From an optimization exercise on the open Yosys and OpenROAD flow, aimed at small area and a short achievable clock period; shortcuts taken in it are not production practice. Only simulation tests tie the RTL to the original design; equivalence was not proved. Power and IR drop assume default switching activity.

## rev 12
==> flow/design.v (excerpt) <==
module CPU(
    input clock,
    input Load,
    input reset,
    input [7:0] data_in,
    output [7:0] Instruction,
    output [7:0] Acc,
    output [7:0] Mem,
    output [4:0] Program_counter
    );
    reg [7:0] ir;        
    reg [3:0] rda;       
    reg [7:0] rdb;       
    reg [4:0] pc;
    reg [4:0] mar;       
    reg [2:0] xop;       
    reg       run;
    reg [7:0] acc;
    reg [7:0] mdr;       
    reg [31:0] vld;      
    reg [255:0] mem;     
    reg       pv;        
    reg [4:0] pa;        
    reg [7:0] pd;        
    wire [2:0] op = ir[7:5];
    wire [4:0] ad = ir[4:0];
    wire issue = ~Load & (|op);
    wire xalu = xop[2] ^ xop[1];             
    wire xsto = xop == 3'b110;
    wire acc_we = run & ~Load & xalu;
    wire mem_we = run & ~Load & xsto;
    wire [7:0] a = acc;
    wire [7:0] b = mdr;
    wire [7:0] p = a ^ b;
    wire [7:0] g = a & b;
    wire [7:0] o = a | b;
    wire [7:0] g1, p1, g2, p2, g3;
    genvar i;
    generate
        for (i = 0; i < 8; i = i + 1) begin : l1
            if (i % 2 == 1) begin : m
                assign g1[i] = g[i] | (p[i] & g[i-1]);
                assign p1[i] = p[i] & p[i-1];
            end else begin : k
                assign g1[i] = g[i];
                assign p1[i] = p[i];
            end
        end
        for (i = 0; i < 8; i = i + 1) begin : l2
            if (i % 4 >= 2) begin : m
                assign g2[i] = g1[i] | (p1[i] & g1[(i/4)*4+1]);
                assign p2[i] = p1[i] & p1[(i/4)*4+1];
            end else begin : k
                assign g2[i] = g1[i];
                assign p2[i] = p1[i];
            end
        end
        for (i = 0; i < 8; i = i + 1) begin : l3
            if (i >= 4) begin : m
                assign g3[i] = g2[i] | (p2[i] & g2[3]);
            end else begin : k
                assign g3[i] = g2[i];
            end
        end
    endgenerate
  ...
clock: 6.2 ns
lec_check: 0
cap_margin: 20
core_margin: 2
core_utilization: 80
cts_cluster_diameter: 80
cts_cluster_size: 24
setup_slack_margin: 3.8
slew_margin: 20
standard.sh (not shown) runs the stock make flow with config.mk's settings and CLKGATE_MAP_FILE= SYNTH_SCRIPT=/design/flow/synth_recipe.tcl, a recipe that flattens the netlist after the stock synthesis.
==> flow/flow/run.sh <==
#!/bin/bash
# Layout: the standard ORFS flow, with the port buffers made plain buffers
# (buf_2) instead of the cell buffer_ports picks by default (a delay cell).
set -euo pipefail
bash standard.sh BUFFER_PORTS_ARGS="-buffer_cell sky130_fd_sc_hd__buf_2" finish > flow_standard.log 2>&1
Rev 12: aborted in 5_1_grt (tool error)
Here is what was changed in the inputs of rev 13 compared with rev 12.
- CORE_UTILIZATION now 70, was 80
==> flow/flow/run.sh <==
#!/bin/bash
# Layout: the standard ORFS flow, with the port buffers made plain buffers
# (buf_2) instead of the cell buffer_ports picks by default (a delay cell),
# and clock tree synthesis without dummy balancing loads.
set -euo pipefail
bash standard.sh BUFFER_PORTS_ARGS="-buffer_cell sky130_fd_sc_hd__buf_2" \
  CTS_ARGS="-sink_clustering_enable -repair_clock_nets -sink_clustering_size 27 -sink_clustering_max_diameter 90 -dont_use_dummy_load" \
  finish > flow_standard.log 2>&1
## What came out
Every stage of the flow completed for rev 13, and the final layout passed the timing, DRC and antenna checks.
Rev 12 is listed as incomplete: the tool reported an error in 5_1_grt and the run ended there.
The global placement routability congestion number comes out lower for rev 13 vs rev 12.
Proportion of synthesized area in mux cells essentially unchanged between rev 12 and rev 13.
Against rev 12, rev 13 comes in 11 points lower on initial core utilization.
Going from rev 12 to rev 13, worst slack after detailed placement fell by 0.0096 ns, synthesized cell count did not really move, total clock buffers created by CTS went down 1.
Rev 12 has a higher post-cts sizing count than rev 13.
Summary of rev 13 over rev 12: half-perimeter wire length after detailed placement went down by about 5%, number of post-CTS setup repair buffers went down by 11, count of pins on the block boundary was more or less identical, height of the die went up by 9.0 µm.

---

CPU again, from the RTL that the note above started with.
Settings: LEC_CHECK=0, CAP_MARGIN=20, CORE_MARGIN=2, CORE_UTILIZATION=55, CTS_CLUSTER_DIAMETER=80, CTS_CLUSTER_SIZE=24, SETUP_SLACK_MARGIN=3.8, SLEW_MARGIN=20; clock period 6.2 ns.
==> flow/flow/run.sh <==
#!/bin/bash
# Layout: the standard ORFS flow, with the port buffers made plain buffers
# (buf_2) instead of the cell buffer_ports picks by default (a delay cell).
set -euo pipefail
bash standard.sh BUFFER_PORTS_ARGS="-buffer_cell sky130_fd_sc_hd__buf_2" finish > flow_standard.log 2>&1
The first run went through all stages and came out clean.
Next try:
--- a/flow/config.mk
+++ b/flow/config.mk
@@ -10,3 +10,3 @@
-export CORE_UTILIZATION = 55
-export CTS_CLUSTER_DIAMETER = 80
-export CTS_CLUSTER_SIZE = 24
+export CORE_UTILIZATION = 70
+export CTS_CLUSTER_DIAMETER = 90
+export CTS_CLUSTER_SIZE = 27
=>
- critical path depth does not change
- hold slack improves by 0.0051 ns
- final area drops by 2.1%
- wire length goes down by 6.9%

---

Starting RTL as in the previous note.
clock: 6.2 ns
lec_check: 0
cap_margin: 20
core_margin: 2
core_utilization: 70
cts_cluster_diameter: 80
cts_cluster_size: 24
setup_slack_margin: 3.8
slew_margin: 20
==> flow/flow/run.sh <==
#!/bin/bash
set -euo pipefail
bash standard.sh BUFFER_PORTS_ARGS="-buffer_cell sky130_fd_sc_hd__buf_2" \
  CTS_ARGS="-sink_clustering_enable -repair_clock_nets -sink_clustering_size 24 -sink_clustering_max_diameter 80 -sink_clustering_levels 2" \
  finish > flow_standard.log 2>&1
==> next run, changes <==
==> flow/flow/run.sh (replaced) <==
#!/bin/bash
# Layout: the standard ORFS flow, with the port buffers made plain buffers
# (buf_2) instead of the cell buffer_ports picks by default (a delay cell).
set -euo pipefail
bash standard.sh BUFFER_PORTS_ARGS="-buffer_cell sky130_fd_sc_hd__buf_2" finish > flow_standard.log 2>&1
--- a/flow/config.mk
+++ b/flow/config.mk
@@ -10 +10 @@
-export CORE_UTILIZATION = 70
+export CORE_UTILIZATION = 55
@@ -13 +13 @@
-export SETUP_SLACK_MARGIN = 3.8
+export SETUP_SLACK_MARGIN = 3.9
Hold slack gains 0.0035 ns; fmax goes down by 0.92%; clock-buffer cell count is unchanged; cell area goes up by 3.9%; sequential share of layout area goes down by 2.5 points; via count goes down by 1.6%; cell count goes up by 7.1%.
==> next run, changes <==
--- a/flow/config.mk
+++ b/flow/config.mk
@@ -10 +10 @@
-export CORE_UTILIZATION = 55
+export CORE_UTILIZATION = 70
@@ -13 +13,2 @@
-export SETUP_SLACK_MARGIN = 3.9
+export PLACE_DENSITY = 0.75
+export SETUP_SLACK_MARGIN = 3.8
Effect:
- total power came out lower by about 2.7%
- via count goes up by 1.6%
- global-route usage went up by 5.3 points
- routed wire length decreases by about 8%
- worst setup slack improved by 0.023 ns
==> next run, changes <==
--- a/flow/config.mk
+++ b/flow/config.mk
@@ -7,0 +8 @@
+export ABC_CLOCK_PERIOD_IN_PS = 2500
@@ -10 +11 @@
-export CORE_UTILIZATION = 70
+export CORE_UTILIZATION = 55
@@ -13 +13,0 @@
-export PLACE_DENSITY = 0.75
Area after synthesis is unchanged.
Design area grows slightly.
First-iteration DRC count shrinks by about a fifth.
Sequential power drops slightly.
Power went up slightly.
Count of clock-buffer cells in the layout decreases by 1.
Die area is higher by a quarter to a third.
Non-clock buffer count rose by 21.
Final cell count came out higher by a few percent.
Setup slack is about the same.
Synthesized cell count is unchanged.

## afterwards: timing with drivers on the ports
Ports are ideal in the flow. The routed layouts listed here were re-timed in OpenROAD.
Step 1 sets driving cells, clkbuf_16 on the clock port and buf_2 on the other inputs (assumed; they add their load-dependent delay and slew).
Step 2 moves the port delays by t, midway between the first and last clock arrival at a register: inputs arrive t later, outputs are due t later. That takes back most of the time a late clock gives input paths.
Three values: ideal ports, drivers, drivers and shift; two values: the first two.
run	shift t [ns]	setup slack, ns	worst hold slack (ns)	worst register clock-pin slew, ns	pins driven straight from the clock port
rev 13	0.542	3.741 / 3.693 / 3.416	0.416 / 0.416 / 0.416	0.10 / 0.10	1
the first run of note 2	0.559	3.741 / 3.691 / 3.313	0.421 / 0.421 / 0.421	0.10 / 0.10	1
the second run of note 2	0.549	3.743 / 3.694 / 3.378	0.426 / 0.426 / 0.426	0.11 / 0.11	1
the first run of note 3	0.557	3.739 / 3.687 / 3.420	0.417 / 0.417 / 0.417	0.10 / 0.10	1
the second run of note 3	0.562	3.716 / 3.670 / 3.518	0.421 / 0.421 / 0.421	0.10 / 0.10	1
the third run of note 3	0.557	3.739 / 3.687 / 3.420	0.417 / 0.417 / 0.417	0.10 / 0.10	1
the fourth run of note 3	0.559	3.741 / 3.691 / 3.313	0.421 / 0.421 / 0.421	0.10 / 0.10	1
After both steps setup and hold are still met in every run listed.
